This design comes from an exercise in tuning for small area, a short achievable clock period and few clock cycles per item on the open sky130 flow, not from production work.
At most, simulation tests tie the RTL to the original design; equivalence was not proved.
Only the layout flow was run in runs 3 to 8; the RTL was not checked for function there.
Power and IR drop assume default switching activity.

==> design.v <==
module switch
#(
    parameter ROUTER_WIDTH = 2,
    parameter AURORA_WIDTH = 256
)(
    input clk,
    input rst_n,
    input [ROUTER_WIDTH - 1:0] src_router,
    input empty_input_port_0,
    input [AURORA_WIDTH - 1:0] data_in_port_0,
    output rd_input_port_0,
    input empty_ack_fifo,
    input [AURORA_WIDTH - 1:0] ack_data,
    output rd_ack_fifo,
    input empty_input_port_1,
    input [AURORA_WIDTH - 1:0] data_in_port_1,
    output rd_input_port_1,
    input empty_input_port_2,
    input [AURORA_WIDTH - 1:0] data_in_port_2,
    output rd_input_port_2,
    output we_output_port_0,
    output [AURORA_WIDTH - 1:0] data_out_port_0,
    output we_output_port_1,
    output [AURORA_WIDTH - 1:0] data_out_port_1,
    output we_output_port_2,
    output [AURORA_WIDTH - 1:0] data_out_port_2
);
wire [AURORA_WIDTH - 1:0] din [0:3];
assign din[0] = data_in_port_0;
assign din[1] = ack_data;
assign din[2] = data_in_port_1;
assign din[3] = data_in_port_2;
wire [3:0] empty = {empty_input_port_2, empty_input_port_1, empty_ack_fifo, empty_input_port_0};
reg [3:0] held;    
reg [3:0] sel_a;   
reg [3:0] sel_b;   
reg [1:0] ptr;     
wire [3:0] is0, is1, is2;
genvar g;
generate
    for (g = 0; g < 4; g = g + 1) begin : g_route
        wire [1:0] rel = din[g][3:2] - src_router;
        assign is0[g] = (rel == 2'd0);
        assign is1[g] = (rel == 2'd3);
        assign is2[g] = rel[1] ^ rel[0];
    end
endgenerate
wire [3:0] wa  = sel_a & held & is2;
wire [3:0] wb0 = sel_b & held & is0;
wire [3:0] wb1 = sel_b & held & is1;
wire [3:0] wr  = wa | wb0 | wb1;
wire [3:0] rd  = ~held | wr;
assign rd_input_port_0 = rd[0];
assign rd_ack_fifo     = rd[1];
assign rd_input_port_1 = rd[2];
assign rd_input_port_2 = rd[3];
assign we_output_port_2 = |wa;
assign we_output_port_0 = |wb0;
assign we_output_port_1 = |wb1;
reg [AURORA_WIDTH - 1:0] out_a, out_b;
integer k;
always @(*) begin
    out_a = {AURORA_WIDTH{1'b0}};
    out_b = {AURORA_WIDTH{1'b0}};
    for (k = 0; k < 4; k = k + 1) begin
        out_a = out_a | (din[k] & {AURORA_WIDTH{sel_a[k]}});
        out_b = out_b | (din[k] & {AURORA_WIDTH{sel_b[k]}});
    end
end
assign data_out_port_2 = out_a;
assign data_out_port_0 = out_b;
assign data_out_port_1 = out_b;
wire [3:0] pop  = rd & ~empty;
wire [3:0] kept = held & ~wr;
wire [3:0] cand_a = kept & is2;
wire [3:0] cand_b = kept & ~is2;
function [3:0] pick_first(input [3:0] req, input [1:0] p);
    reg [7:0] d;
    reg [3:0] r, o;
    begin
        d = {req, req} >> p;
        r = d[3:0];
        o = r & ~(r - 4'd1);
        d = {o, o} << p;
        pick_first = d[7:4];
    end
endfunction
function [3:0] pick_last(input [3:0] req, input [1:0] p);
    reg [7:0] d;
    reg [3:0] r, o;
    begin
        d = {req, req} >> p;
        r = d[3:0];
        o = r[3] ? 4'b1000 : r[2] ? 4'b0100 : r[1] ? 4'b0010 : r[0] ? 4'b0001 : 4'b0000;
        d = {o, o} << p;
        pick_last = d[7:4];
    end
endfunction
wire [3:0] next_a = pick_first((|cand_a) ? cand_a : pop, ptr);
wire [3:0] next_b = (|cand_b) ? pick_first(cand_b, ptr) : pick_last(pop, ptr);
always @(posedge clk or negedge rst_n) begin
    if (!rst_n) begin
        held  <= 4'd0;
        sel_a <= 4'd0;
        sel_b <= 4'd0;
        ptr   <= 2'd0;
    end else begin
        held  <= pop | kept;
        sel_a <= next_a;
        sel_b <= next_b;
        ptr   <= ptr + 2'd1;
    end
end
endmodule
module routing_table
#(
    parameter ROUTER_WIDTH = 2
)(
    input [ROUTER_WIDTH - 1:0] src_router,
    input [ROUTER_WIDTH - 1:0] pkt_dst_router,
    output reg [ROUTER_WIDTH - 1:0] next_router
);
localparam ROUTER0 = 2'b00;
localparam ROUTER1 = 2'b01;
localparam ROUTER2 = 2'b10;
localparam ROUTER3 = 2'b11;
always @(*) begin
    case (src_router)
        ROUTER0: begin
            if (pkt_dst_router == ROUTER1) begin
                next_router = ROUTER1; 
            end
            else if (pkt_dst_router == ROUTER2) begin
                next_router = ROUTER1; 
            end
            else if (pkt_dst_router == ROUTER3) begin
                next_router = ROUTER3; 
            end
            else begin
                next_router = ROUTER0; 
            end
        end
        ROUTER1: begin
            if (pkt_dst_router == ROUTER0) begin
                next_router = ROUTER0; 
            end
            else if (pkt_dst_router == ROUTER2) begin
                next_router = ROUTER2;
            end
            else if (pkt_dst_router == ROUTER3) begin
                next_router = ROUTER2;
            end
            else begin
                next_router = ROUTER1;
            end
        end
        ROUTER2: begin
            if (pkt_dst_router == ROUTER0) begin
                next_router = ROUTER3;
            end
            else if (pkt_dst_router == ROUTER1) begin
                next_router = ROUTER1;
            end
            else if (pkt_dst_router == ROUTER3) begin
                next_router = ROUTER3;
            end
            else begin
                next_router = ROUTER2;
            end
        end
        ROUTER3: begin
            if (pkt_dst_router == ROUTER0) begin
                next_router = ROUTER0;
            end
            else if (pkt_dst_router == ROUTER1) begin
                next_router = ROUTER0;
            end
            else if (pkt_dst_router == ROUTER2) begin
                next_router = ROUTER2;
            end
            else begin
                next_router = ROUTER3;
            end
        end
        default: begin
            next_router = src_router;  
        end
    endcase
end
endmodule
module router_switch
#(
    parameter ROUTER_WIDTH = 2,
    parameter AURORA_WIDTH = 256
)(
    input clk,
    input rst_n,
    input [ROUTER_WIDTH - 1:0] src_router,
    input empty_input_port_0,
    input [AURORA_WIDTH - 1:0] data_in_port_0,
    output rd_input_port_0,
    input empty_ack_fifo,
    input [AURORA_WIDTH - 1:0] ack_data,
    output rd_ack_fifo,
    input empty_input_port_1,
    input [AURORA_WIDTH - 1:0] data_in_port_1,
    output rd_input_port_1,
    input empty_input_port_2,
    input [AURORA_WIDTH - 1:0] data_in_port_2,
    output rd_input_port_2,
    output we_output_port_0,
    output [AURORA_WIDTH - 1:0] data_out_port_0,
    output we_output_port_1,
    output [AURORA_WIDTH - 1:0] data_out_port_1,
    output we_output_port_2,
    output [AURORA_WIDTH - 1:0] data_out_port_2
);
switch #(
    .ROUTER_WIDTH(ROUTER_WIDTH),
    .AURORA_WIDTH(AURORA_WIDTH)
) switch_i (
    .clk(clk),
    .rst_n(rst_n),
    .src_router(src_router),
    .empty_input_port_0(empty_input_port_0),
    .data_in_port_0(data_in_port_0),
    .rd_input_port_0(rd_input_port_0),
    .empty_ack_fifo(empty_ack_fifo),
    .ack_data(ack_data),
    .rd_ack_fifo(rd_ack_fifo),
    .empty_input_port_1(empty_input_port_1),
    .data_in_port_1(data_in_port_1),
    .rd_input_port_1(rd_input_port_1),
    .empty_input_port_2(empty_input_port_2),
    .data_in_port_2(data_in_port_2),
    .rd_input_port_2(rd_input_port_2),
    .we_output_port_0(we_output_port_0),
    .data_out_port_0(data_out_port_0),
    .we_output_port_1(we_output_port_1),
    .data_out_port_1(data_out_port_1),
    .we_output_port_2(we_output_port_2),
    .data_out_port_2(data_out_port_2)
);
endmodule
==> run.sh <==
#!/bin/bash
# synth_recipe.tcl (not shown) runs the flow's synth.tcl, then flattens the netlist and writes it again
# the make line also repeats each setting of config.mk as NAME=value (left out here)
make -C /OpenROAD-flow-scripts/flow DESIGN_CONFIG=/design/flow/config.mk WORK_HOME=/design/flow/orfs CLKGATE_MAP_FILE= SYNTH_SCRIPT=/design/flow/synth_recipe.tcl finish
==> config.mk <==
export PLATFORM = sky130hd
export DESIGN_NAME = router_switch
export DESIGN_NICKNAME = router_switch
export VERILOG_FILES = /design/flow/design.v
export SDC_FILE = /design/flow/constraint.sdc
export NUM_CORES = 8
export LEC_CHECK = 0
export CAP_MARGIN = 20
export CORE_AREA = 5 5 295 295
export DIE_AREA = 0 0 300 300
export SLEW_MARGIN = 20
==> constraint.sdc <==
create_clock -name core_clock -period 5.0 [get_ports {clk}]
set_input_delay 1.0000 -clock core_clock [delete_from_list [all_inputs] [get_ports {clk}]]
set_output_delay 1.0000 -clock core_clock [all_outputs]
set_load 0.01 [all_outputs]
==> summary.md, run 1 <==
| Metric | Value |
|---|---|
| Post-Syn Area | `approximately 0.014 mm^2` |
| Top-area cell type share of the netlist area | `55.0%` |
| Yosys top cell by area | `a22oi_1` |
| Gate Count Post-Synth | `around 2200` |
| Die Y | `around 300 um` |
| Synth top area cells | `a22oi_1, nand2_1, buf_4, clkbuf_1, dfrtp_1` |
| Failing step | `3_2_place_iop` |
| Post-Syn Nets | `3261` |
| Count of cell types in the netlist | `between 50 and 60` |
| Synth warnings | `1` |
| Outcome | `stopped before the end` |
| Post-synth top flop | `dfrtp_1` |
| EDFF count, synth | `0` |
| FP Rows | `~110` |
| Tool Error | `[ERROR PPL-0024] Number of IO pins (1807) exceeds maximum number of available positions (1082). Increase the die perimeter from 1200.00um to 2457.52um.` |
| Initial cell density of the core | `between 15 and 20%` |
| Die X | `300 um` |
| FF+latch count, synth | `14` |
| Sequential-to-total area share from yosys stat | `roughly 2.5%` |
| Ys async rst share | `between 90% and 100%` |
| Syn avg cell area | `approximately 6.3 um^2` |
synthesized netlist by cell type (2+ instances only):
cell type and instances:
nand3_1 18, nand4_1 5, nor3_2 3, clkbuf_1 207
o21ai_1 4, a211oi_1 6, nor3_1 3, nor2_1 10
inv_1 14, o21ai_2 3, o32ai_1 2, xnor2_1 8
nand2_1 526, nor2_2 2, buf_2 5, a31oi_1 5
o31ai_1 3, o21a_2 2, a31o_2 4, or4_1 3
dfrtp_1 14, buf_4 261, ha_1 12, nand2b_1 7
and4_1 2, o21a_1 2, o21ai_0 10, a22oi_1 1025
buf_1 21, a21oi_1 7
cells by family after synthesis:
family,Yosys count,share of synthesized area (%)
xor+xnor,8,0.501
fa+ha+maj,12,1.07
simple gates,586,16.8
flops,14,2.51
compound gates,1088,58.4
buf+inv,509,20.7
Testbench counts, summed over its fixed seeds: cycles 1,175, items 1,920.
==> run 2: changes to the inputs <==
--- a/config.mk
+++ b/config.mk
@@ -8,4 +8,4 @@
 export CAP_MARGIN = 20
-export CORE_AREA = 5 5 295 295
-export DIE_AREA = 0 0 300 300
+export CORE_AREA = 5 5 645 645
+export DIE_AREA = 0 0 650 650
 export SLEW_MARGIN = 20
==> run 2 against run 1 <==
The run now finishes clean; synthesized cell count is the same; synthesized area is the same.
==> summary.md, run 2 <==
| Metric | Value |
|---|---|
| Count leader, synth | `a22oi_1` |
| Sequential-to-total area share from yosys stat | `around 2.5%` |
| Fmax | `between 200 and 250 MHz` |
| Hold_sp | `switch_i.held[0]$_DFF_PN0_` |
| Root Driver | `clkbuf_16` |
| Hold Path End | `switch_i.held[0]$_DFF_PN0_` |
| Layout cell share with drive strength beyond 1 | `roughly 8.3%` |
| Yosys top cell by area | `a22oi_1` |
| Met1 Track Usage GR | `roughly a fifth` |
| Vias | `between 20000 and 30000` |
| FF-to-FF path depth | `8` |
| Syn avg cell area | `6.31 um^2` |
| Pwr dens | `806 mW/mm^2` |
| EDFF count, synth | `0` |
| Post-CTS sizing | `0` |
| Gate Count Post-Synth | `2217` |
| Worst slew pin tran | `between 1 and 1.5 ns` |
| Worst-path clk slew | `about 0.060 ns` |
| DRT Pass-1 Iters | `6` |
| Largest net degree at the start of global routing | `81` |
| Die X | `between 600 and 700 um` |
| Die Y | `approximately 650 um` |
| GRT Util Overall | `between 10% and 20%` |
| Top post-synthesis cells by count | `a22oi_1, nand2_1, buf_4` |
| Setup crit end kind | `primary output` |
| GRT Max-Usage Layer | `met2` |
| Vias in the first global route | `between 20000 and 30000` |
| Initial antenna violation count | `between 200 and 300` |
| Nets@finish | `around 4800` |
| Commonest non-fill, non-tap cell in the layout | `clkdlybuf4s50_1` |
| GR Layer Usage met3 | `11.6%` |
| CP required | `4.00 ns` |
| Filler cells | `47837` |
| Via density | `~3.1` |
| Routed Antenna Nets | `0` |
| Top-area cell type share of the netlist area | `a little under three fifths` |
| CP arrival | `3.55 ns` |
| Leakage | `between 10 and 15 nW` |
| Post-synth top flop | `dfrtp_1` |
| Core area | `between 0.4 and 0.5 mm^2` |
| Final setup violation count | `0` |
| Met2 GRT Util | `approximately a third` |
| Postcts setup bufs | `0` |
| Origin of the critical flop-to-flop path | `switch_i.sel_a[3]$_DFF_PN0_` |
| Outcome | `no timing/DRC/antenna violations` |
| WHS Path Cells | `2` |
| Sink Count | `14` |
| Synth warnings | `1` |
| Quantity of hold-fixing buffers added after cts | `0` |
| Layout Area Growth over Synthesis | `171%` |
| CTS tree | `done` |
| Post-Syn Area | `between 0.01 and 0.015 mm^2` |
| Register-to-register setup slack | `roughly 2.2 ns` |
| I/O Pins | `~1800` |
| Die footprint | `0.423 mm^2` |
| Max_cap viols | `0` |
| Setup TNS | `0 ns` |
| Worst r2r dst | `switch_i.sel_b[0]$_DFF_PN0_` |
| DR DRC count | `0` |
| Setup repair after global routing missed its margin | `no` |
| Clk_skew | `around 0.0073 ns` |
| Largest regs | `switch_i.held: 4 flops, switch_i.sel_a: 4 flops, switch_i.sel_b: 4 flops` |
| Post-Syn Nets | `roughly 3300` |
| Ys async rst share | `100%` |
| Hold Crit Class | `register to register` |
| Crit start category | `input port` |
| Hpwl dp | `just under 400000 um` |
| Routed WL per cell | `around 46 um` |
| Drt total wl | `424000 um` |
| Synth top area cells | `a22oi_1, nand2_1, buf_4, clkbuf_1, dfrtp_1` |
| Initial cell density of the core | `under 10%` |
| Final Hold Violating Endpoints | `0` |
| Count of cell types in the netlist | `53` |
| Clock latency on the worst-skew pair | `approximately 0.25 ns` |
| I/O Buffers | `1806` |
| Slew margin rel. | `23.7%` |
| H-tree depth | `1` |
| Hold_ws | `roughly 0.71 ns` |
| Post-layout util | `9.25%` |
| Initial drt markers | `3648` |
| Max-slew violation count | `0` |
| FP Rows | `between 200 and 250` |
| RePlAce Congestion | `~1.0` |
| Final min period | `around 4.5 ns` |
| Overflow after GRT | `0` |
| First-pass GRT wire length | `just under 500000 um` |
| Worst VDD drop | `roughly 0.46 mV` |
| CTS Buffer Depth | `2` |
| Setup Crit Path Kind | `input port to primary output` |
| Crit Path Max Fanout | `2` |
| FF+latch count, synth | `14` |
| Period utilization | `90.9%` |
| Most frequent cells in the layout | `clkdlybuf4s50_1, a22oi_1, nand2_1` |
| TritonCTS buffer count | `3` |
-- run 2: cell counts after synthesis --
No cell type changed its count.
-- run 2: metal layers --
metal	vias up	wire length [um]
met5	-	1070
met4	166	12100
met3	589	61300
met2	2425	208000
met1	14228	141000
li1	11498	-
-- run 2: per-stage QoR --
| step | setup slack (ns) | std cells | power, W | area, um^2 |
|---|---|---|---|---|
| 6_report | 0.454 | 9244 | 0.0305 | 37800 |
| 2_1_floorplan | 1.82 | 2217 | 0.00943 | 14000 |
| 3_5_place_dp | 0.374 | 9159 | 0.0312 | 37600 |
| 5_1_grt | 0.402 | 9189 | 0.0318 | 37700 |
| 3_3_place_gp | 0.388 | 9157 | 0.0313 | 37500 |
| 4_1_cts | 0.374 | 9163 | 0.0315 | 37600 |
-- run 2: worst max-delay path by stage --
| stage | startpoint | end | slack (ns) | depth (start not counted) |
|---|---|---|---|---|
| 5_1_grt | ack_data[2] | rd_ack_fifo | 0.40 | 10 |
| 4_1_cts | data_in_port_1[247] | data_out_port_1[247] | 0.37 | 4 |
| 3_3_place_gp | data_in_port_1[247] | data_out_port_1[247] | 0.39 | 4 |
| 2_1_floorplan | src_router[1] | switch_i.sel_b[0]$_DFF_PN0_ | 1.82 | 11 |
| 3_5_place_dp | data_in_port_1[247] | data_out_port_1[247] | 0.37 | 4 |
| 6_report | data_in_port_1[247] | data_out_port_1[247] | 0.45 | 4 |
-- run 2: logic make-up after synthesis --
group                    share of synthesized area (%)
AO/OA/AOI/OAI                                     58.4
XOR/XNOR                                         0.501
adder cells (fa/ha/maj)                           1.07
buffers and inverters                             20.7
flip-flops                                        2.51
AND/OR/NAND/NOR                                   16.8
-- run 2: cell type report --
| cell class | count | area [um^2] | share of cell area, % |
|---|---|---|---|
| multi-input cells | 1694 | 10700 | 28.4 |
| clock buffers | 4 | 88.8 | 0.235 |
| inverters | 14 | 52.6 | 0.139 |
| repair buffers | 1986 | 19600 | 51.7 |
| diodes | 81 | 203 | 0.536 |
| flip-flops and latches | 14 | 380 | 1.01 |
| well taps | 5451 | 6820 | 18.0 |
-- run 2: critical path, cell delays in order --
cell             delay, ns
clkdlybuf4s50_1       0.45
a22oi_1               0.85
nand2_1               0.42
clkdlybuf4s50_1       0.80
-- run 2: power breakdown --
group          total (W)  internal (W)  switching [W]
Clock           0.000179      0.000122      0.0000571
Sequential      0.000661      0.000161       0.000500
Combinational     0.0297       0.00968         0.0200
==> run 3: changes to the inputs <==
--- a/design.v
+++ b/design.v
@@ -37,3 +37,12 @@
 reg [1:0] ptr;     
-wire [3:0] is0, is1, is2;
+reg [3:0] to2, to1;   
+always @(*) begin
+    case (src_router)
+        2'd0: begin to2 = 4'b0110; to1 = 4'b1000; end
+        2'd1: begin to2 = 4'b1100; to1 = 4'b0001; end
+        2'd2: begin to2 = 4'b1001; to1 = 4'b0010; end
+        default: begin to2 = 4'b0011; to1 = 4'b0100; end
+    endcase
+end
+wire [3:0] is1, is2;
 genvar g;
@@ -41,11 +50,9 @@
     for (g = 0; g < 4; g = g + 1) begin : g_route
-        wire [1:0] rel = din[g][3:2] - src_router;
-        assign is0[g] = (rel == 2'd0);
-        assign is1[g] = (rel == 2'd3);
-        assign is2[g] = rel[1] ^ rel[0];
+        assign is2[g] = to2[din[g][3:2]];
+        assign is1[g] = to1[din[g][3:2]];
     end
 endgenerate
-wire [3:0] wa  = sel_a & held & is2;
-wire [3:0] wb0 = sel_b & held & is0;
-wire [3:0] wb1 = sel_b & held & is1;
+wire [3:0] wa  = sel_a & is2;
+wire [3:0] wb1 = sel_b & is1;
+wire [3:0] wb0 = sel_b & ~is2 & ~is1;
 wire [3:0] wr  = wa | wb0 | wb1;
==> flow/run.sh (new file) <==
#!/bin/bash
# Own layout flow: the standard ORFS flow with
#  - minimum-size port buffers (every port still gets its own buffer),
#  - pins grouped per data bit: bit j of the four inputs and three outputs
#    sit next to each other, so each bit's mux stays local.
set -euo pipefail
here=$(pwd)
export BUFFER_PORTS_ARGS="-buffer_cell sky130_fd_sc_hd__buf_1"
export PRE_IO_PLACEMENT_TCL="$here/flow/pins.tcl"
bash standard.sh > "$here/standard.log" 2>&1
==> flow/pins.tcl (new file) <==
# Group the pins of each data bit so its mux can be placed next to them.
for {set j 0} {$j < 256} {incr j} {
  set names {}
  foreach p {data_in_port_0 ack_data data_in_port_1 data_in_port_2 data_out_port_2 data_out_port_0 data_out_port_1} {
    lappend names "$p\[$j\]"
  }
  set_io_pin_constraint -group -order -pin_names $names
}
==> standard.sh (new file) <==
#!/bin/bash
# synth_recipe.tcl (not shown) runs the flow's synth.tcl, then flattens the netlist and writes it again
# the make line also repeats each setting of config.mk as NAME=value (left out here)
make -C /OpenROAD-flow-scripts/flow DESIGN_CONFIG=/design/flow/config.mk WORK_HOME=/design/flow/orfs CLKGATE_MAP_FILE= SYNTH_SCRIPT=/design/flow/synth_recipe.tcl "${@:-finish}"
--- a/config.mk
+++ b/config.mk
@@ -10,2 +10,3 @@
 export DIE_AREA = 0 0 650 650
+export SETUP_SLACK_MARGIN = 2.4
 export SLEW_MARGIN = 20
removed: run.sh
==> run 3 against run 2 <==
Global-route usage decreased by 12 points; clock skew decreased by 0.0044 ns; sequential cell count unchanged; cell count increased by 2.0%; critical path type unchanged.
==> summary.md, run 3 <==
| Metric | Value |
|---|---|
| Worst r2r dst | `switch_i.sel_b[2]$_DFF_PN0_` |
| Hold Crit Class | `register to register` |
| CTS tree | `done` |
| Slowest cell on the critical path | `or4b_4` |
| Setup Crit Path Kind | `input port to primary output` |
| Initial drt markers | `about 2500` |
| Filler cells | `47117` |
| Top post-synthesis cells by count | `a22oi_1, nand2_1, buf_4` |
| Clock power frac | `less than 1%` |
| Post-synth top flop | `dfrtp_1` |
| Hpwl dp | `roughly 63000 um` |
| CTS Buffer Depth | `2` |
| Count leader, synth | `a22oi_1` |
| First-pass GRT wire length | `~200000 um` |
| Via density | `3.02` |
| Placed Cells incl. Taps | `around 9000` |
| Switch share | `54.2%` |
| Routed WL per cell | `17.6 um` |
| I/O Pins | `1807` |
| Worst VDD drop | `0.439 mV` |
| I/O Buffers | `around 1800` |
| Overflow after GRT | `0` |
| Layout Area Growth over Synthesis | `181%` |
| Vias in the first global route | `approximately 27000` |
| Setup TNS | `0 ns` |
| Sequential-to-total area share from yosys stat | `2.48%` |
| Largest regs | `switch_i.held: 4 flops, switch_i.sel_a: 4 flops, switch_i.sel_b: 4 flops` |
| Initial antenna violation count | `8` |
| Largest net degree at the start of global routing | `53` |
| CP arrival | `about 3 ns` |
| WHS Path Cells | `2` |
| Multi-input logic area | `roughly 0.015 mm^2` |
| Post-Syn Nets | `between 3000 and 4000` |
| Crit Path Max Fanout | `4` |
| Die Y | `roughly 650 um` |
| Antenna cells | `0` |
| Register-to-register setup slack | `roughly 2.2 ns` |
| Synth top area cells | `a22oi_1, nand2_1, buf_4, clkbuf_1, dfrtp_1` |
| Final min period | `between 4 and 5 ns` |
| Core area | `between 0.4 and 0.5 mm^2` |
| Die footprint | `roughly 0.42 mm^2` |
| Leakage | `between 10 and 15 nW` |
| TritonCTS buffer count | `3` |
| Overall power | `0.0259 W` |
| FP Rows | `between 200 and 250` |
| Worst path most repeated cell | `buf_12` |
| Worst slew pin tran | `approximately 1.0 ns` |
| Routed Antenna Nets | `0` |
| Crit start category | `input port` |
| Initial cell density of the core | `under 10%` |
| Worst-path clk slew | `~0.050 ns` |
| Setup crit end kind | `primary output` |
| Final setup violation count | `0` |
| GRT Util Overall | `6.57%` |
| Final cell count without fillers | `9426` |
| EDFF count, synth | `0` |
| Period utilization | `81.5%` |
| Max_cap viols | `0` |
| FF+latch count, synth | `14` |
| Die X | `roughly 650 um` |
| Int Power | `between 0.01 and 0.015 W` |
| H-tree depth | `1` |
| DR DRC count | `0` |
| Setup repair after global routing missed its margin | `yes` |
| Post-Syn Area | `0.0141 mm^2` |
| Sequential power share | `roughly 1.0%` |
| Synth warnings | `1` |
| Outcome | `no timing/DRC/antenna violations` |
| Root Driver | `clkbuf_16` |
| Vias | `~28000` |
| Gate Count Post-Synth | `~2200` |
| Slowest stage delay, CP | `roughly 0.58 ns` |
| Clk_skew | `0.00293 ns` |
| Ys async rst share | `100%` |
| Layout cell share with drive strength beyond 1 | `50.3%` |
| Count of cell types in the netlist | `between 70 and 80` |
| DRT Pass-1 Iters | `6` |
| Slew margin rel. | `a little under a third` |
| Fmax | `roughly 250 MHz` |
| Clock latency on the worst-skew pair | `about 0.25 ns` |
| Hold Path End | `switch_i.held[3]$_DFF_PN0_` |
| Worst path top cell family by delay | `simple AND/OR/NAND/NOR gates` |
| Origin of the critical flop-to-flop path | `switch_i.sel_b[0]$_DFF_PN0_` |
| Crit-path cells | `buf_12 > inv_12 > buf_4 > ha_1 > o21bai_4 > a211oi_4 > or4b_4 > nand4_1 > buf_12` |
| Drt total wl | `roughly 170000 um` |
| Final Hold Violating Endpoints | `0` |
| Sink Count | `14` |
| Logic gate share of total power | `a little over nine tenths` |
| RePlAce Congestion | `slightly above 0.7` |
| CP Buf/Inv Count | `4` |
| Top-area cell type share of the netlist area | `between 50% and 60%` |
| Commonest non-fill, non-tap cell in the layout | `buf_1` |
| FF-to-FF path depth | `10` |
| Most frequent cells in the layout | `buf_1, a22oi_2, nand2_1` |
| Nets@finish | `around 5000` |
| Syn avg cell area | `about 6.3 um^2` |
| Max-slew violation count | `0` |
| Psw | `about 0.014 W` |
| Hold_sp | `switch_i.held[3]$_DFF_PN0_` |
| Pwr dens | `652 mW/mm^2` |
| Yosys top cell by area | `a22oi_1` |
| CP required | `approximately 4.0 ns` |
| Register Area | `between 300 and 400 um^2` |
run 3: cell count changes after synthesis, moves of 5 or more:
cell | previous run | this run
xnor2_1 | 8 | 1
nor3_1 | 3 | 9
nand2b_1 | 7 | 2
clkbuf_1 | 207 | 216
buf_4 | 261 | 256
nand3_1 | 18 | 7
a21oi_1 | 7 | 14
ha_1 | 12 | 5
and2_1 | 1 | 6
run 3: final cells by class:
cell class / count / share of cell area (%)
clock buffer: 4 / 0.198
inverter: 11 / 0.154
multi-input combinational: 1707 / 38.4
sequential: 14 / 0.957
tap: 5451 / 17.2
timing repair buffer: 2239 / 43.2
run 3: worst max-delay path by stage:
stage / startpoint / end / slack [ns] / cells past startpoint
2_1_floorplan: src_router[0] / we_output_port_0 / 1.62 / 8
3_3_place_gp: src_router[1] / we_output_port_1 / 0.27 / 8
3_5_place_dp: src_router[1] / we_output_port_1 / 0.24 / 8
4_1_cts: src_router[1] / we_output_port_1 / 0.82 / 8
5_1_grt: src_router[0] / we_output_port_0 / 0.82 / 10
6_report: src_router[0] / we_output_port_0 / 0.92 / 9
run 3: through the flow:
step,utilization (%),hold slack (ns),cell area [um^2],setup WS [ns]
after detailed placement,6.24,0.624,25500,0.244
after CTS,8.85,0.683,36200,0.822
final,9.71,0.707,39700,0.924
after global placement,6.24,0.633,25500,0.273
after floorplan,-,0.508,14300,1.62
after global routing,9.71,0.731,39700,0.820
run 3: cell families after synthesis:
| kind of cell | synth area share, % |
|---|---|
| AO/OA/AOI/OAI | 58.7 |
| AND/OR/NAND/NOR | 16.9 |
| multiplexers | 0.869 |
| adder cells (fa/ha/maj) | 0.443 |
| flip-flops | 2.48 |
| XOR/XNOR | 0.186 |
| buffers and inverters | 20.4 |
run 3: worst min-delay path, delay by kind of cell (launching register included):
family	cells	cell delay [ns]
simple gates	2	0.19
flops	1	0.47
run 3: repair_timing:
item                       in CTS  in global routing
gates resized for setup      1225                886
cloned                        181                 28
pin swaps                     212                433
buffers inserted              141                 52
setup endpoints to repair     780                783
hold buffers                    0                  0
run 3: power groups by stage:
stage,Sequential [W],Combinational (W),Clock [W]
4_1_cts,0.000240,0.0229,0.000155
6_report,0.000258,0.0255,0.000159
3_5_place_dp,0.000552,0.0119,0
5_1_grt,0.000255,0.0267,0.000163
3_3_place_gp,0.000550,0.0118,0
2_1_floorplan,0.000169,0.00926,0
run 3: metal layers:
layer  vias to the layer above  part of all wire [%]  global-route usage [%]
li1                      12095                     -                       -
met1                     13564                    35                    7.37
met2                      2337                    49                    11.8
met3                       440                    11                    1.68
met4                         0                   5.4                    2.55
met5                         -                     0                       0
==> run 4: changes to the inputs <==
--- a/flow/run.sh
+++ b/flow/run.sh
@@ -8,2 +8,3 @@
 export BUFFER_PORTS_ARGS="-buffer_cell sky130_fd_sc_hd__buf_1"
+export PLACE_PINS_ARGS="-min_distance 1 -min_distance_in_tracks"
 export PRE_IO_PLACEMENT_TCL="$here/flow/pins.tcl"
--- a/config.mk
+++ b/config.mk
@@ -8,5 +8,4 @@
 export CAP_MARGIN = 20
-export CORE_AREA = 5 5 645 645
-export DIE_AREA = 0 0 650 650
-export SETUP_SLACK_MARGIN = 2.4
+export CORE_AREA = 5 5 355 355
+export DIE_AREA = 0 0 360 360
 export SLEW_MARGIN = 20
==> run 4 against run 3 <==
The flow now stops in 5_1_grt; synthesized area unchanged; synthesized cell count unchanged.
==> summary.md, run 4 <==
| Metric | Value |
|---|---|
| Post-Syn Area | `0.0141 mm^2` |
| GRT Util Overall | `12.6%` |
| Die X | `roughly 360 um` |
| Synth top area cells | `a22oi_1, nand2_1, buf_4, clkbuf_1, dfrtp_1` |
| RePlAce Congestion | `0.923` |
| Largest net degree at the start of global routing | `133` |
| Top-area cell type share of the netlist area | `54.5%` |
| Ys async rst share | `100%` |
| Syn avg cell area | `roughly 6.3 um^2` |
| Failing step | `5_1_grt` |
| Root Driver | `clkbuf_16` |
| Top post-synthesis cells by count | `a22oi_1, nand2_1, buf_4` |
| Vias in the first global route | `~26000` |
| Die Y | `approximately 360 um` |
| Synth warnings | `1` |
| Post-Syn Nets | `3268` |
| Count leader, synth | `a22oi_1` |
| Multiplexer share of the synthesized area | `less than 1%` |
| Quantity of hold-fixing buffers added after cts | `0` |
| Sink Count | `14` |
| Synth Area in Adders | `less than 1%` |
| Post-synthesis simple-gate area fraction | `between 10% and 20%` |
| I/O Pins | `between 1500 and 2000` |
| Count of cell types in the netlist | `73` |
| Postcts setup bufs | `0` |
| Sequential-to-total area share from yosys stat | `2.48%` |
| TritonCTS buffer count | `3` |
| Tool Error | `[ERROR GRT-0116] Global routing finished with congestion. Check the congestion regions in the DRC Viewer.` |
| FF+latch count, synth | `14` |
| EDFF count, synth | `0` |
| Overflow after GRT | `2` |
| Gate Count Post-Synth | `between 2000 and 2500` |
| H-tree depth | `1` |
| First-pass GRT wire length | `approximately 140000 um` |
| Main combinational cell family by area after synthesis | `compound AO/OA/AOI/OAI gates` |
| Post-CTS sizing | `0` |
| Post-synth top flop | `dfrtp_1` |
| FP Rows | `128` |
| Yosys top cell by area | `a22oi_1` |
| Xor and xnor area share after synthesis | `0.186%` |
| CTS Buffer Depth | `2` |
| Initial cell density of the core | `11.6%` |
| I/O Buffers | `between 1500 and 2000` |
| Outcome | `stopped before the end` |
| Hpwl dp | `64100 um` |
| Compound-Gate Fraction of Synth Area | `58.7%` |
[run 4: cell counts after synthesis]
No cell type changed its count.
[run 4: worst max path at each step]
stage                  startpoint                to  slack (ns)  depth (start not counted)
floorplan           src_router[0]  we_output_port_0        1.35                          6
global placement    src_router[0]  we_output_port_2        0.86                          9
detailed placement  src_router[0]  we_output_port_2        0.85                          9
CTS                 src_router[0]  we_output_port_2        0.84                          9
[run 4: metrics by stage]
step	area [um^2]	hold slack [ns]	std cells	total power, W	worst slack [ns]
floorplan	14100	0.508	2231	0.00936	1.35
global placement	20600	0.646	5206	0.0124	0.859
detailed placement	20600	0.652	5206	0.0125	0.853
CTS	20700	0.660	5210	0.0127	0.840
[run 4: cell families after synthesis]
logic type,Yosys count
simple gates,595
xor+xnor,3
buf+inv,510
mux,6
compound gates,1098
flops,14
fa+ha+maj,5
[run 4: metal layers]
layer	GRT usage (%)	GRT overflow
met1	14.2	0
met2	18.2	2
met3	5.91	0
met4	9.39	0
met5	1.23	0
[run 4: power groups by stage]
| stage | registers (W) | clock network (W) | logic [W] |
|---|---|---|---|
| 4_1_cts | 0.000660 | 0.000170 | 0.0118 |
| 2_1_floorplan | 0.000167 | 0 | 0.00919 |
| 3_5_place_dp | 0.000665 | 0 | 0.0118 |
| 3_3_place_gp | 0.000669 | 0 | 0.0117 |
==> run 5: changes to the inputs <==
--- a/design.v
+++ b/design.v
@@ -58,3 +58,4 @@
 wire [3:0] wr  = wa | wb0 | wb1;
-wire [3:0] rd  = ~held | wr;
+reg  [3:0] rd_a, rd_b;
+wire [3:0] rd  = (is2 & rd_a) | (~is2 & rd_b);
 assign rd_input_port_0 = rd[0];
@@ -113,2 +114,4 @@
         ptr   <= 2'd0;
+        rd_a  <= 4'b1111;
+        rd_b  <= 4'b1111;
     end else begin
@@ -118,2 +121,4 @@
         ptr   <= ptr + 2'd1;
+        rd_a  <= ~(pop | kept) | next_a;
+        rd_b  <= ~(pop | kept) | next_b;
     end
--- a/flow/run.sh
+++ b/flow/run.sh
@@ -8,3 +8,2 @@
 export BUFFER_PORTS_ARGS="-buffer_cell sky130_fd_sc_hd__buf_1"
-export PLACE_PINS_ARGS="-min_distance 1 -min_distance_in_tracks"
 export PRE_IO_PLACEMENT_TCL="$here/flow/pins.tcl"
--- a/config.mk
+++ b/config.mk
@@ -8,4 +8,5 @@
 export CAP_MARGIN = 20
-export CORE_AREA = 5 5 355 355
-export DIE_AREA = 0 0 360 360
+export CORE_AREA = 5 5 645 645
+export DIE_AREA = 0 0 650 650
+export SETUP_SLACK_MARGIN = 2.0
 export SLEW_MARGIN = 20
==> run 5 against run 4 <==
Now clean on timing, DRC and antenna; synthesized cell count increased by 1.7%; synthesized area up 2.8%.
==> summary.md, run 5 <==
| Metric | Value |
|---|---|
| Origin of the critical flop-to-flop path | `switch_i.ptr[1]$_DFF_PN0_` |
| Count leader, synth | `a22oi_1` |
| Die X | `between 600 and 700 um` |
| Slew margin rel. | `between 40% and 50%` |
| Ys async rst share | `between 90% and 100%` |
| CP arrival | `around 2.6 ns` |
| Post-DP Area | `about 0.026 mm^2` |
| Clock power frac | `approximately 1.6%` |
| Post-synth top flop | `dfrtp_1` |
| Filler cells | `around 48000` |
| Initial drt markers | `between 1500 and 2000` |
| Layout cell share with drive strength beyond 1 | `approximately 7%` |
| GRT Util Overall | `around 3.2%` |
| EDFF count, synth | `0` |
| Setup TNS | `0 ns` |
| Psw | `0.00913 W` |
| Worst VDD drop | `around 0.52 mV` |
| Final setup violation count | `0` |
| Logic gate share of total power | `between 90% and 100%` |
| Post-Syn Area | `approximately 0.015 mm^2` |
| FP Rows | `235` |
| Outcome | `no timing/DRC/antenna violations` |
| Root Driver | `clkbuf_16` |
| Routed Antenna Nets | `0` |
| Multi-input logic area | `0.0117 mm^2` |
| DRT Pass-1 Iters | `6` |
| Final setup margin | `~1.4 ns` |
| Post-Place Setup Slack | `0.546 ns` |
| Nets@finish | `about 4700` |
| Initial antenna violation count | `6` |
| CTS Buffer Depth | `2` |
| Vias | `around 24000` |
| TritonCTS buffer count | `3` |
| CP required | `approximately 4 ns` |
| Die footprint | `0.423 mm^2` |
| Largest net degree at the start of global routing | `122` |
| Quantity of hold-fixing buffers added after cts | `0` |
| I/O Pins | `around 1800` |
| Pwr dens | `about 520 mW/mm^2` |
| Vias in the first global route | `roughly 23000` |
| WHS Path Cells | `1` |
| Period utilization | `a little under three quarters` |
| Die Y | `~650 um` |
| Register Area | `591 um^2` |
| Sequential power share | `roughly 3.4%` |
| FF+latch count, synth | `22` |
| Core area | `approximately 0.41 mm^2` |
| Register-to-register setup slack | `between 2 and 2.5 ns` |
| Switch share | `a little over three fifths` |
| Max-slew violation count | `0` |
| RePlAce Congestion | `~0.75` |
| FF-to-FF path depth | `6` |
| Setup repair after global routing missed its margin | `yes` |
| Sink Count | `22` |
| Overflow after GRT | `0` |
| Final Hold Violating Endpoints | `0` |
| Count of cell types in the netlist | `60` |
| Hold Path End | `switch_i.held[0]$_DFF_PN0_` |
| Via density | `~2.7` |
| Top post-synthesis cells by count | `a22oi_1, nand2_1, buf_4` |
| H-tree depth | `1` |
| Int Power | `roughly 0.0053 W` |
| Antenna cells | `0` |
| Drt total wl | `between 80000 and 90000 um` |
| Max_cap viols | `0` |
| Fmax | `between 200 and 300 MHz` |
| Routed WL per cell | `about 9.8 um` |
| Synth top area cells | `a22oi_1, nand2_1, buf_4, clkbuf_1, dfrtp_1` |
| Gate Count Post-Synth | `between 2000 and 2500` |
| Commonest non-fill, non-tap cell in the layout | `buf_1` |
| Post-Syn Nets | `between 3000 and 4000` |
| Worst-path clk slew | `0.06 ns` |
| Hold_sp | `switch_i.held[0]$_DFF_PN0_` |
| Most frequent cells in the layout | `buf_1, a22oi_1, nand2_1` |
| Layout Cell Area excl Fill | `around 0.028 mm^2` |
| Initial cell density of the core | `about 3.5%` |
| Worst r2r dst | `switch_i.sel_b[2]$_DFF_PN0_` |
| Top-area cell type share of the netlist area | `53.1%` |
| Hpwl dp | `about 63000 um` |
| Worst slew pin tran | `0.884 ns` |
| Leakage | `about 8 nW` |
| Setup Crit Path Kind | `input port to primary output` |
| Crit start category | `input port` |
| I/O Buffers | `roughly 1800` |
| Sequential-to-total area share from yosys stat | `about 3.9%` |
| Clk_skew | `approximately 0.0061 ns` |
| Hold Crit Class | `register to register` |
| Clock latency on the worst-skew pair | `0.26 ns` |
| Setup crit end kind | `primary output` |
| First-pass GRT wire length | `approximately 120000 um` |
| Yosys top cell by area | `a22oi_1` |
| DR DRC count | `0` |
| Final min period | `~3.6 ns` |
| Syn avg cell area | `between 6 and 7 um^2` |
| CTS tree | `done` |
| Layout Area Growth over Synthesis | `90.6%` |
| Synth warnings | `1` |
| Crit Path Max Fanout | `8` |
-- run 5: cell types whose count changed after synthesis, moves of 7 or more --
cell      previous run  this run
nor3_1               9         0
dfstp_2              0         8
o211ai_1             1         8
nor2_1              11        20
nand2_1            530       543
nand3_1              7        17
-- run 5: final cells by class --
class | count | share of cell area [%]
inverters | 8 | 0.195
repair buffers | 1923 | 30.4
clock buffers | 3 | 0.271
clock inverters | 1 | 0.109
multi-input cells | 1743 | 42.2
flip-flops and latches | 22 | 2.14
well taps | 5451 | 24.7
-- run 5: repair_timing --
| action | in CTS | in global routing |
|---|---|---|
| endpoints found under the setup margin | 436 | 214 |
| gates cloned | 1 | 8 |
| resized for setup | 76 | 82 |
| buffers inserted | 37 | 41 |
| pin swaps | 29 | 60 |
-- run 5: cell families after synthesis --
group | Yosys count | synth area share [%]
AND/OR/NAND/NOR | 619 | 16.9
multiplexers | 14 | 1.58
AO/OA/AOI/OAI | 1104 | 57.3
flip-flops | 22 | 3.86
buffers and inverters | 504 | 19.8
adder cells (fa/ha/maj) | 6 | 0.517
-- run 5: routing by layer --
metal / vias to the layer above / part of all wire, % / GRT usage, %
met2: 1544 / 55 / 6.34
met5: - / 0.014 / 0
met1: 11202 / 35 / 3.62
met3: 102 / 8.7 / 0.420
li1: 11486 / - / -
met4: 2 / 1.1 / 0.636
-- run 5: worst max-delay path by stage --
stage	to	cells past startpoint	slack, ns	startpoint
6_report	rd_ack_fifo	9	1.40	src_router[0]
5_1_grt	rd_ack_fifo	9	1.38	src_router[0]
4_1_cts	rd_input_port_1	9	1.42	src_router[0]
3_5_place_dp	we_output_port_0	10	0.55	src_router[1]
3_3_place_gp	we_output_port_0	10	0.55	src_router[1]
2_1_floorplan	we_output_port_0	8	1.77	src_router[0]
-- run 5: through the flow --
stage | hold WS, ns | util (%) | total power (W) | instances
floorplan | 0.504 | - | 0.00992 | 2269
global route | 0.592 | 6.76 | 0.0158 | 9151
finish | 0.579 | 6.76 | 0.0144 | 9151
detailed placement | 0.549 | 6.33 | 0.0129 | 9060
global placement | 0.576 | 6.33 | 0.0128 | 9060
CTS | 0.572 | 6.53 | 0.0137 | 9102
-- run 5: worst max-delay path, stage by stage --
cell and delay, ns:
buf_12 0.11, inv_8 0.04, ha_4 0.17, or3_4 0.40
a21oi_4 0.18, nor2_4 0.06, buf_12 0.13, mux2_4 0.30
buf_12 0.15
-- run 5: power by group through the flow --
stage	clock network [W]	logic, W	registers [W]
after floorplan	0	0.00962	0.000303
after global placement	0	0.0122	0.000609
after detailed placement	0	0.0123	0.000605
after CTS	0.000227	0.0130	0.000499
after global routing	0.000238	0.0150	0.000519
final	0.000224	0.0137	0.000486
==> run 6: changes to the inputs <==
--- a/config.mk
+++ b/config.mk
@@ -10,3 +10,3 @@
 export DIE_AREA = 0 0 650 650
-export SETUP_SLACK_MARGIN = 2.0
+export SETUP_SLACK_MARGIN = 2.3
 export SLEW_MARGIN = 20
==> run 6 against run 5 <==
Still clean; synthesized cell count did not move; worst setup slack got worse by 0.053 ns; die area did not move; clock skew fell by 0.0038 ns; non-clock buffer count rose by 245; critical path depth fell by 1; first-iteration DRC count rose by 19%; sequential cell count did not move; via count rose by 13%; register-to-register slack got worse by 0.10 ns; maximum frequency fell by 1.5%.
==> summary.md, run 6 <==
| Metric | Value |
|---|---|
| Outcome | `no timing/DRC/antenna violations` |
| Met2 GRT Util | `about 11%` |
| Compound-Gate Fraction of Synth Area | `between 50 and 60%` |
| RePlAce Congestion | `between 0.7 and 0.8` |
| Hold_sp | `switch_i.held[3]$_DFF_PN0_` |
| Setup TNS | `0 ns` |
| Top-area cell type share of the netlist area | `between 50% and 60%` |
| Clock latency on the worst-skew pair | `between 0.2 and 0.3 ns` |
| Max_cap viols | `0` |
| Worst r2r dst | `switch_i.sel_b[1]$_DFF_PN0_` |
| CTS Buffer Depth | `2` |
| Worst VDD drop | `0.422 mV` |
| Final Hold Violating Endpoints | `0` |
| Clk_skew | `approximately 0.0023 ns` |
| Crit. path cell count | `8` |
| Xor and xnor area share after synthesis | `0%` |
| GR Layer Usage met3 | `0.661%` |
| CP arrival | `~2.7 ns` |
| Worst path top cell family by delay | `multiplexers` |
| Count of cell types in the netlist | `60` |
| H-tree depth | `1` |
| TritonCTS buffer count | `3` |
| Crit start category | `input port` |
| I/O Buffers | `roughly 1800` |
| Hold Crit Class | `register to register` |
| Die X | `approximately 650 um` |
| Routed Antenna Nets | `0` |
| Final setup margin | `~1.3 ns` |
| CP Buf/Inv Count | `3` |
| First-pass GRT wire length | `between 150000 and 200000 um` |
| GRT Util Overall | `a little under 6%` |
| Setup crit end kind | `primary output` |
| Die footprint | `about 0.42 mm^2` |
| Synth warnings | `1` |
| Vias in the first global route | `26452` |
| Gate Count Post-Synth | `2269` |
| Commonest non-fill, non-tap cell in the layout | `buf_1` |
| Slew margin rel. | `42.2%` |
| Main combinational cell family by area after synthesis | `compound AO/OA/AOI/OAI gates` |
| Int Power | `0.0107 W` |
| Post-Syn Nets | `3307` |
| Switch share | `a little over half` |
| FF+latch count, synth | `22` |
| Slowest stage delay, CP | `around 0.48 ns` |
| Hpwl dp | `~64000 um` |
| GRT Max-Usage Layer | `met2` |
| Post-synth top flop | `dfrtp_1` |
| Layout cell share with drive strength beyond 1 | `a little under half` |
| Post-Place Setup Slack | `~0.63 ns` |
| Worst slew pin tran | `around 0.87 ns` |
| Yosys top cell by area | `a22oi_1` |
| Fmax | `roughly 270 MHz` |
| Most frequent cells in the layout | `buf_1, a22oi_2, nand2_1` |
| Pwr dens | `slightly above 600 mW/mm^2` |
| Routed WL per cell | `roughly 16 um` |
| Vias | `27565` |
| CTS tree | `done` |
| Synth top area cells | `a22oi_1, nand2_1, buf_4, clkbuf_1, dfrtp_1` |
| Logic gate share of total power | `97.4%` |
| Nets@finish | `4984` |
| Top post-synthesis cells by count | `a22oi_1, nand2_1, buf_4` |
| Crit-path cells | `buf_12 > ha_4 > buf_4 > mux4_2 > nor2_1 > a22oi_1 > nand2_2 > buf_6` |
| Synth Area in Adders | `less than 1%` |
| Largest net degree at the start of global routing | `60` |
| Initial drt markers | `between 2000 and 2500` |
| Register-to-register setup slack | `2.21 ns` |
| Initial cell density of the core | `between 3 and 4%` |
| Root Driver | `clkbuf_16` |
| Setup Crit Path Kind | `input port to primary output` |
| Worst-path clk slew | `around 0.06 ns` |
| Post-Syn Area | `between 0.01 and 0.015 mm^2` |
| Layout Area Growth over Synthesis | `163%` |
| Final setup violation count | `0` |
| I/O Pins | `about 1800` |
| Ys async rst share | `100%` |
| Drt total wl | `roughly 150000 um` |
| FP Rows | `about 240` |
| Syn avg cell area | `around 6.4 um^2` |
| Count leader, synth | `a22oi_1` |
| WHS Path Cells | `2` |
| Hold Path End | `switch_i.held[3]$_DFF_PN0_` |
| Clock power frac | `under 10%` |
| EDFF count, synth | `0` |
| Core area | `0.409 mm^2` |
| Setup repair after global routing missed its margin | `yes` |
| Final min period | `roughly 3.7 ns` |
| Post-synthesis simple-gate area fraction | `16.9%` |
| Multiplexer share of the synthesized area | `about 1.6%` |
| Period utilization | `between 70 and 80%` |
| Overflow after GRT | `0` |
| Sequential power share | `between 1.5 and 2%` |
| Origin of the critical flop-to-flop path | `switch_i.sel_b[0]$_DFF_PN0_` |
| CP required | `approximately 4 ns` |
| DR DRC count | `0` |
| FF-to-FF path depth | `11` |
| Sequential-to-total area share from yosys stat | `under 10%` |
| Sink Count | `22` |
| DRT Pass-1 Iters | `6` |
| Max-slew violation count | `0` |
| Leakage | `approximately 13 nW` |
| Initial antenna violation count | `12` |
| Die Y | `around 650 um` |
| Met1 Track Usage GR | `between 6 and 7%` |
| Crit Path Max Fanout | `8` |
| Via density | `between 2 and 3` |
| Slowest cell on the critical path | `mux4_2` |
| Psw | `between 0.01 and 0.015 W` |
run 6: cell count changes in the layout (fill, tap and decap cells not counted), sizes merged:
cell	previous run	this run
buf	1912	1932
bufbuf	1	2
clkbuf	13	237
diode	0	15
run 6: layout make-up:
type / instances / area (um^2)
diodes: 15 / 37.5
inverters: 8 / 58.8
multi-input cells: 1743 / 15000
well taps: 5451 / 6820
flip-flops and latches: 22 / 591
fillers: 47382 / 371000
clock buffers: 3 / 75.1
repair buffers: 2168 / 15400
clock inverters: 1 / 30.0
run 6: tightest hold or removal path, delay by kind of cell, from the launching register on:
kind / cells / cell delay [ns]
AND/OR/NAND/NOR: 2 / 0.21
flip-flops: 1 / 0.36
run 6: cell families (layout without fill, tap and decap cells):
family / Yosys count / count (layout)
compound gates: 1104 / 1104
fa+ha+maj: 6 / 6
buf+inv: 504 / 2180
flops: 22 / 22
mux: 14 / 14
other cells: 0 / 15
simple gates: 619 / 619
run 6: per-stage QoR:
step / total power [W] / hold WS, ns / std cells / cell area, um^2 / utilization (%)
after floorplan: 0.00995 / 0.504 / 2269 / 14700 / -
after global placement: 0.0128 / 0.581 / 9058 / 25900 / 6.33
after detailed placement: 0.0129 / 0.590 / 9058 / 25900 / 6.33
after CTS: 0.0215 / 0.590 / 9331 / 35000 / 8.56
after global routing: 0.0251 / 0.631 / 9408 / 38100 / 9.31
final: 0.0237 / 0.614 / 9411 / 38100 / 9.31
run 6: per-layer routing:
layer	vias to the layer above	part of all wire, %
met5	-	0
met4	0	3.8
met3	248	7.6
met2	1910	52
met1	13326	37
li1	12081	-
run 6: worst max path at each step:
stage	from	endpoint	slack, ns
final	src_router[1]	we_output_port_0	1.35
after global routing	src_router[1]	we_output_port_0	1.32
after CTS	src_router[1]	rd_input_port_1	1.39
after detailed placement	src_router[0]	we_output_port_0	0.63
after global placement	src_router[0]	we_output_port_0	0.67
after floorplan	src_router[0]	we_output_port_0	1.77
run 6: power by group through the flow:
| stage | Clock, W | Sequential, W | Combinational (W) |
|---|---|---|---|
| final | 0.000230 | 0.000386 | 0.0231 |
| after global routing | 0.000237 | 0.000393 | 0.0245 |
| after CTS | 0.000228 | 0.000377 | 0.0209 |
| after detailed placement | 0 | 0.000654 | 0.0122 |
| after global placement | 0 | 0.000656 | 0.0122 |
| after floorplan | 0 | 0.000303 | 0.00964 |
run 6: what timing repair did:
item | in CTS | in global routing
gates cloned | 134 | 35
setup buffers | 135 | 30
gates resized for setup | 1128 | 798
hold buffers | 0 | 0
pin swaps | 416 | 460
setup endpoints to repair | 795 | 789
==> run 7: changes to the inputs <==
--- a/design.v
+++ b/design.v
@@ -38,8 +38,9 @@
 reg [3:0] to2, to1;   
+reg [3:0] to2_n, to1_n;
 always @(*) begin
     case (src_router)
-        2'd0: begin to2 = 4'b0110; to1 = 4'b1000; end
-        2'd1: begin to2 = 4'b1100; to1 = 4'b0001; end
-        2'd2: begin to2 = 4'b1001; to1 = 4'b0010; end
-        default: begin to2 = 4'b0011; to1 = 4'b0100; end
+        2'd0: begin to2_n = 4'b0110; to1_n = 4'b1000; end
+        2'd1: begin to2_n = 4'b1100; to1_n = 4'b0001; end
+        2'd2: begin to2_n = 4'b1001; to1_n = 4'b0010; end
+        default: begin to2_n = 4'b0011; to1_n = 4'b0100; end
     endcase
@@ -116,2 +117,4 @@
         rd_b  <= 4'b1111;
+        to2   <= 4'd0;
+        to1   <= 4'd0;
     end else begin
@@ -123,2 +126,4 @@
         rd_b  <= ~(pop | kept) | next_b;
+        to2   <= to2_n;
+        to1   <= to1_n;
     end
--- a/config.mk
+++ b/config.mk
@@ -10,3 +10,2 @@
 export DIE_AREA = 0 0 650 650
-export SETUP_SLACK_MARGIN = 2.3
 export SLEW_MARGIN = 20
==> run 7 against run 6 <==
Critical path type unchanged; largest power group unchanged; highest routed layer unchanged; die area did not move; sequential share of layout area rose by 1.5 points; largest cell class is now multi-input gates; critical path depth fell by 3; non-clock buffer count fell by 325; sequential cell count rose by 8; still clean.
==> summary.md, run 7 <==
| Metric | Value |
|---|---|
| Pwr dens | `between 400 and 500 mW/mm^2` |
| Final min period | `between 3 and 4 ns` |
| Count leader, synth | `a22oi_1` |
| Top post-synthesis cells by count | `a22oi_1, nand2_1, buf_4` |
| Clock power frac | `between 2 and 2.5%` |
| Setup repair after global routing missed its margin | `no` |
| Initial antenna violation count | `6` |
| Die X | `650 um` |
| WL met2 | `roughly 42000 um` |
| Filler cells | `between 40000 and 50000` |
| Post-Syn Area | `between 0.01 and 0.015 mm^2` |
| Syn avg cell area | `approximately 6.4 um^2` |
| Setup TNS | `0 ns` |
| Drt total wl | `roughly 77000 um` |
| Overall power | `roughly 0.013 W` |
| Hold_sp | `switch_i.held[1]$_DFF_PN0_` |
| Die Y | `650 um` |
| Initial cell density of the core | `approximately 3.5%` |
| Post-synth top flop | `dfrtp_1` |
| RePlAce Congestion | `around 0.72` |
| Setup Crit Path Kind | `input port to primary output` |
| Hold Crit Class | `register to register` |
| CP arrival | `around 3 ns` |
| Hold Path End | `switch_i.held[1]$_DFF_PN0_` |
| Post-CTS sizing | `0` |
| Highest routed metal layer | `met4` |
| Routed WL per cell | `around 8.5 um` |
| Crit-path cells | `buf_1 > mux4_2 > mux2i_1 > inv_1 > clkbuf_2` |
| First-pass GRT wire length | `113000 um` |
| Slowest cell on the critical path | `mux4_2` |
| Final setup violation count | `0` |
| Quantity of hold-fixing buffers added after cts | `0` |
| EDFF count, synth | `0` |
| Commonest non-fill, non-tap cell in the layout | `buf_1` |
| Sequential-to-total area share from yosys stat | `under 10%` |
| Overflow after GRT | `0` |
| Int Power | `about 0.0045 W` |
| Psw | `slightly above 0.008 W` |
| Layout Area Growth over Synthesis | `79.2%` |
| Postcts setup bufs | `0` |
| M1 WL | `27500 um` |
| FP Rows | `~240` |
| Synth top area cells | `a22oi_1, nand2_1, buf_4, clkbuf_1, dfrtp_1` |
| Vias | `23410` |
| Crit Path Max Fanout | `6` |
| Sink Count | `30` |
| Crit start category | `input port` |
| Hold_ws | `~0.57 ns` |
| Leakage | `7.35 nW` |
| Switch share | `between 60 and 70%` |
| Yosys top cell by area | `a22oi_1` |
| Ys async rst share | `100%` |
| Max-slew violation count | `0` |
| Count of cell types in the netlist | `between 50 and 60` |
| Clk_skew | `approximately 0.006 ns` |
| Routed Antenna Nets | `0` |
| Final Hold Violating Endpoints | `0` |
| Layout cell share with drive strength beyond 1 | `2.39%` |
| Outcome | `no timing/DRC/antenna violations` |
| Worst VDD drop | `between 0.4 and 0.5 mV` |
| Register-to-register setup slack | `roughly 2.3 ns` |
| Worst-path clk slew | `0.05 ns` |
| Synth warnings | `1` |
| Via density | `2.59` |
| CTS tree | `done` |
| FF-to-FF path depth | `7` |
| WL met3 | `approximately 7100 um` |
| CP required | `~4.0 ns` |
| Vias in the first global route | `between 20000 and 25000` |
| Gate Count Post-Synth | `2249` |
| I/O Buffers | `approximately 1800` |
| Worst slew pin tran | `between 1 and 1.5 ns` |
| Most frequent cells in the layout | `buf_1, a22oi_1, nand2_1` |
| Post-Syn Nets | `between 3000 and 4000` |
| Origin of the critical flop-to-flop path | `switch_i.to2[3]$_DFF_PN0_` |
| Slowest stage delay, CP | `between 0.6 and 0.7 ns` |
| Worst r2r dst | `switch_i.rd_a[1]$_DFF_PN1_` |
| Root Driver | `clkbuf_16` |
| CTS Buffer Depth | `2` |
| Hpwl dp | `63600 um` |
| Period utilization | `79.1%` |
| TritonCTS buffer count | `5` |
| Setup crit end kind | `primary output` |
| Slew margin rel. | `between 20% and 30%` |
| FF+latch count, synth | `30` |
| Core area | `0.409 mm^2` |
| Fmax | `253 MHz` |
| I/O Pins | `about 1800` |
| Top-area cell type share of the netlist area | `53.3%` |
| Sequential power share | `between 5 and 6%` |
| H-tree depth | `2` |
| Max_cap viols | `0` |
| Largest net degree at the start of global routing | `approximately 120` |
| DRT Pass-1 Iters | `6` |
| DR DRC count | `0` |
| WHS Path Cells | `1` |
| Clock latency on the worst-skew pair | `0.28 ns` |
| GRT Util Overall | `just over 3%` |
| Post-layout util | `under 10%` |
| Die footprint | `approximately 0.42 mm^2` |
| Worst Setup SP | `data_in_port_0[2]` |
| Nets@finish | `about 4600` |
| Initial drt markers | `approximately 1500` |
| Logic gate share of total power | `approximately nine tenths` |
-- run 7: per-stage QoR --
| step | std cells | area [um^2] | setup WS [ns] |
|---|---|---|---|
| 2_1_floorplan | 2249 | 14500 | 1.97 |
| 3_3_place_gp | 9046 | 25800 | 0.937 |
| 3_5_place_dp | 9046 | 25800 | 0.929 |
| 4_1_cts | 9054 | 25900 | 0.926 |
| 5_1_grt | 9055 | 25900 | 0.833 |
| 6_report | 9056 | 25900 | 1.05 |
-- run 7: cell type report --
type,instances,area [um^2],area share [%]
flip-flops and latches,30,791,3.05
multi-input cells,1705,10800,41.7
clock inverters,2,10.0,0.0386
inverters,18,67.6,0.261
clock buffers,6,129,0.497
repair buffers,1843,7290,28.1
diodes,1,2.50,0.00965
well taps,5451,6820,26.3
-- run 7: power groups by stage --
stage | clock (W) | sequential (W) | combinational [W]
3_5_place_dp | 0 | 0.000755 | 0.0116
2_1_floorplan | 0 | 0.000374 | 0.00897
4_1_cts | 0.000293 | 0.000751 | 0.0116
6_report | 0.000287 | 0.000731 | 0.0115
5_1_grt | 0.000303 | 0.000770 | 0.0128
3_3_place_gp | 0 | 0.000757 | 0.0115
-- run 7: per-layer routing --
metal	global-route usage (%)	vias up
li1	-	11227
met1	3.35	10786
met2	6.26	1343
met3	0.469	54
met4	0.470	0
met5	0	-
-- run 7: how the worst max path moves through the flow --
stage,end,slack (ns)
floorplan,rd_ack_fifo,1.97
global placement,rd_input_port_0,0.94
detailed placement,rd_input_port_1,0.93
CTS,rd_input_port_1,0.93
global route,rd_input_port_0,0.83
finish,rd_input_port_0,1.05
-- run 7: worst max-delay path: cells and delay by family --
kind | cells | cell delay (ns)
muxes | 2 | 1.10
buffers and inverters | 3 | 0.81
-- run 7: kinds of logic (layout without fill, tap and decap cells) --
kind of cell	after synthesis	after routing	synth area share, %
compound gates	1087	1087	56.3
xor+xnor	1	1	0.0606
fa+ha+maj	5	5	0.433
buf+inv	514	1869	20.0
flops	30	30	5.26
mux	12	12	1.57
other cells	0	1	0
simple gates	600	600	16.4
==> run 8: changes to the inputs <==
--- a/config.mk
+++ b/config.mk
@@ -10,2 +10,3 @@
 export DIE_AREA = 0 0 650 650
+export SETUP_SLACK_MARGIN = 2.0
 export SLEW_MARGIN = 20
==> run 8 against run 7 <==
First-iteration DRC count grew 19%; die area is the same; worst setup slack gained 0.46 ns; combinational power grew 17%; non-clock buffer count grew 98; critical endpoint is now rd_input_port_1.
==> summary.md, run 8 <==
| Metric | Value |
|---|---|
| Gate Count Post-Synth | `about 2200` |
| Final min period | `between 3 and 4 ns` |
| DRT Pass-1 Iters | `6` |
| Post-Syn Area | `between 0.01 and 0.015 mm^2` |
| Final cell count without fillers | `between 9000 and 10000` |
| Layout Area Growth over Synthesis | `92.6%` |
| Placed Cells incl. Taps | `9044` |
| Sink Count | `30` |
| Syn avg cell area | `~6.4 um^2` |
| Routed WL per cell | `around 10 um` |
| RePlAce Congestion | `around 0.73` |
| Post-layout util | `6.81%` |
| Hpwl dp | `between 60000 and 70000 um` |
| Hold Path End | `switch_i.held[1]$_DFF_PN0_` |
| Setup repair after global routing missed its margin | `yes` |
| Register-to-register setup slack | `around 2.1 ns` |
| FP Rows | `around 240` |
| Final setup violation count | `0` |
| H-tree depth | `2` |
| Sequential-to-total area share from yosys stat | `5.26%` |
| Max_cap viols | `0` |
| CP arrival | `approximately 2.5 ns` |
| Via density | `roughly 2.6` |
| Vias | `24213` |
| Clock latency on the worst-skew pair | `0.28 ns` |
| FF-to-FF path depth | `7` |
| Slowest cell on the critical path | `mux4_2` |
| Root Driver | `clkbuf_16` |
| Nets@finish | `4738` |
| Top post-synthesis cells by count | `a22oi_1, nand2_1, buf_4` |
| Die Y | `650 um` |
| Synth warnings | `1` |
| Outcome | `no timing/DRC/antenna violations` |
| CP required | `4.00 ns` |
| Origin of the critical flop-to-flop path | `switch_i.ptr[1]$_DFF_PN0_` |
| Slew margin rel. | `between 20% and 30%` |
| Worst VDD drop | `0.378 mV` |
| Routed Antenna Nets | `0` |
| Initial drt markers | `~1800` |
| Worst-path clk slew | `approximately 0.050 ns` |
| FF+latch count, synth | `30` |
| Crit Path Max Fanout | `4` |
| Setup crit end kind | `primary output` |
| Worst path top cell family by delay | `multiplexers` |
| Leakage | `about 8.2 nW` |
| Worst r2r dst | `switch_i.rd_b[2]$_DFF_PN1_` |
| I/O Buffers | `1806` |
| Crit-path cells | `buf_8 > mux4_2 > buf_6 > mux2i_4 > clkinvlp_4 > clkbuf_16` |
| Clk_skew | `0.00860 ns` |
| I/O Pins | `between 1500 and 2000` |
| Largest net degree at the start of global routing | `roughly 110` |
| Post-synth top flop | `dfrtp_1` |
| Ys async rst share | `100%` |
| CP Buf/Inv Count | `4` |
| Fmax | `286 MHz` |
| Quantity of hold-fixing buffers added after cts | `0` |
| Layout cell share with drive strength beyond 1 | `~7%` |
| DR DRC count | `0` |
| Hold Crit Class | `register to register` |
| Final Hold Violating Endpoints | `0` |
| Core area | `0.409 mm^2` |
| Initial cell density of the core | `~3.5%` |
| Vias in the first global route | `around 23000` |
| GRT Util Overall | `under 10%` |
| Setup TNS | `0 ns` |
| Top-area cell type share of the netlist area | `53.3%` |
| CTS Buffer Depth | `2` |
| Most frequent cells in the layout | `buf_1, a22oi_1, nand2_1` |
| Drt total wl | `about 96000 um` |
| Count leader, synth | `a22oi_1` |
| Period utilization | `69.9%` |
| Pwr dens | `roughly 520 mW/mm^2` |
| Count of cell types in the netlist | `between 50 and 60` |
| Synth top area cells | `a22oi_1, nand2_1, buf_4, clkbuf_1, dfrtp_1` |
| Worst slew pin tran | `approximately 1.1 ns` |
| Die X | `650 um` |
| Overflow after GRT | `0` |
| Max-slew violation count | `0` |
| CTS tree | `done` |
| Die footprint | `between 0.4 and 0.5 mm^2` |
| Crit start category | `input port` |
| Initial antenna violation count | `8` |
| Setup Crit Path Kind | `input port to primary output` |
| Hold_sp | `switch_i.held[1]$_DFF_PN0_` |
| Yosys top cell by area | `a22oi_1` |
| Commonest non-fill, non-tap cell in the layout | `buf_1` |
| TritonCTS buffer count | `5` |
| EDFF count, synth | `0` |
| Slowest stage delay, CP | `about 0.54 ns` |
| Post-Syn Nets | `3286` |
| WHS Path Cells | `1` |
| First-pass GRT wire length | `approximately 130000 um` |
## run 8: routing by layer
layer	track usage, %	vias up	part of all wire [%]
met1	3.98	11161	36
met2	7.11	1477	53
met5	0	-	0
li1	-	11439	-
met4	0.771	0	1.9
met3	0.621	136	9.3
## run 8: logic make-up (layout without fill, tap and decap cells)
group	count (synthesis)	after routing	share of synthesized area, %
xor+xnor	1	1	0.0606
mux	12	12	1.57
simple gates	600	600	16.4
flops	30	30	5.26
fa+ha+maj	5	5	0.433
other cells	0	3	0
buf+inv	514	1967	20.0
compound gates	1087	1087	56.3
## run 8: area by class of cell
cell class	instances	area [um^2]
fillers	48247	381000
multi-input cells	1705	11200
repair buffers	1941	8790
well taps	5451	6820
flip-flops and latches	30	791
clock buffers	6	139
inverters	18	71.3
clock inverters	2	60.1
diodes	3	7.51
## run 8: what timing repair did
action                                  in CTS  in global routing
endpoints found under the setup margin     711                296
resized for setup                           83                 67
pin swaps                                   17                 33
cloned                                       1                 13
setup buffers                               63                 24
## run 8: worst max-delay path by stage
stage	depth (start not counted)	from	endpoint	slack, ns
after floorplan	3	ack_data[2]	rd_ack_fifo	2.02
after global placement	5	data_in_port_1[2]	rd_input_port_1	0.92
after detailed placement	5	data_in_port_1[2]	rd_input_port_1	0.92
after CTS	6	data_in_port_1[2]	rd_input_port_1	1.36
after global routing	6	data_in_port_1[2]	rd_input_port_1	1.35
final	6	data_in_port_1[2]	rd_input_port_1	1.51
## run 8: power by group
group          internal [W]  switching, W
sequential         0.000369      0.000108
combinational       0.00480       0.00875
clock              0.000299      0.000111
total               0.00547       0.00897
## run 8: worst register-to-register path, stage by stage (launching register included)
cell and delay, ns:
dfrtp_1 1.06, inv_1 0.50, nand2_1 0.25, nor3_1 0.11
or3_4 0.41, o22ai_2 0.27, a21oi_2 0.11, o21ai_1 0.18
## run 8: through the flow
step           instance area (um^2)  hold slack, ns  total power [W]  setup slack, ns
2_1_floorplan                 14500           0.514          0.00936             2.02
3_3_place_gp                  25700           0.555           0.0123            0.924
3_5_place_dp                  25700           0.552           0.0124            0.915
4_1_cts                       27000           0.563           0.0139             1.36
5_1_grt                       27900           0.631           0.0158             1.35
6_report                      27900           0.617           0.0144             1.51

[separate check: timing with driven ports]
The flow's constraints put no driver on any port. The routed layouts listed below were extracted and timed again, unchanged, in two steps.
Step 1 assumes that a clkbuf_16 drives the clock port and a buf_2 every other input.
Step 2 times the ports against the registers' clock, not the clock port: input delays grow and output delays shrink by t, the midpoint of the rising clock arrivals with the driver on.
Three values: ideal ports, drivers, drivers and shift; two values: the first two.
run | t (ns) | setup slack, ns | worst register clock-pin slew, ns
run 2 | 0.314 | 0.454 / 0.373 / 0.373 | 0.06 / 0.06
run 3 | 0.295 | 0.924 / 0.724 / 0.724 | 0.05 / 0.05
run 5 | 0.299 | 1.403 / 1.096 / 1.001 | 0.06 / 0.06
run 6 | 0.310 | 1.349 / 1.138 / 1.138 | 0.06 / 0.06
run 7 | 0.312 | 1.047 / 1.023 / 1.023 | 0.05 / 0.05
run 8 | 0.318 | 1.506 / 1.443 / 1.421 | 0.05 / 0.05
After both steps setup and hold are still met in every run listed. For run 5, which loses most, drivers alone change the setup slack by -0.307 ns; drivers and shift together by -0.402 ns.
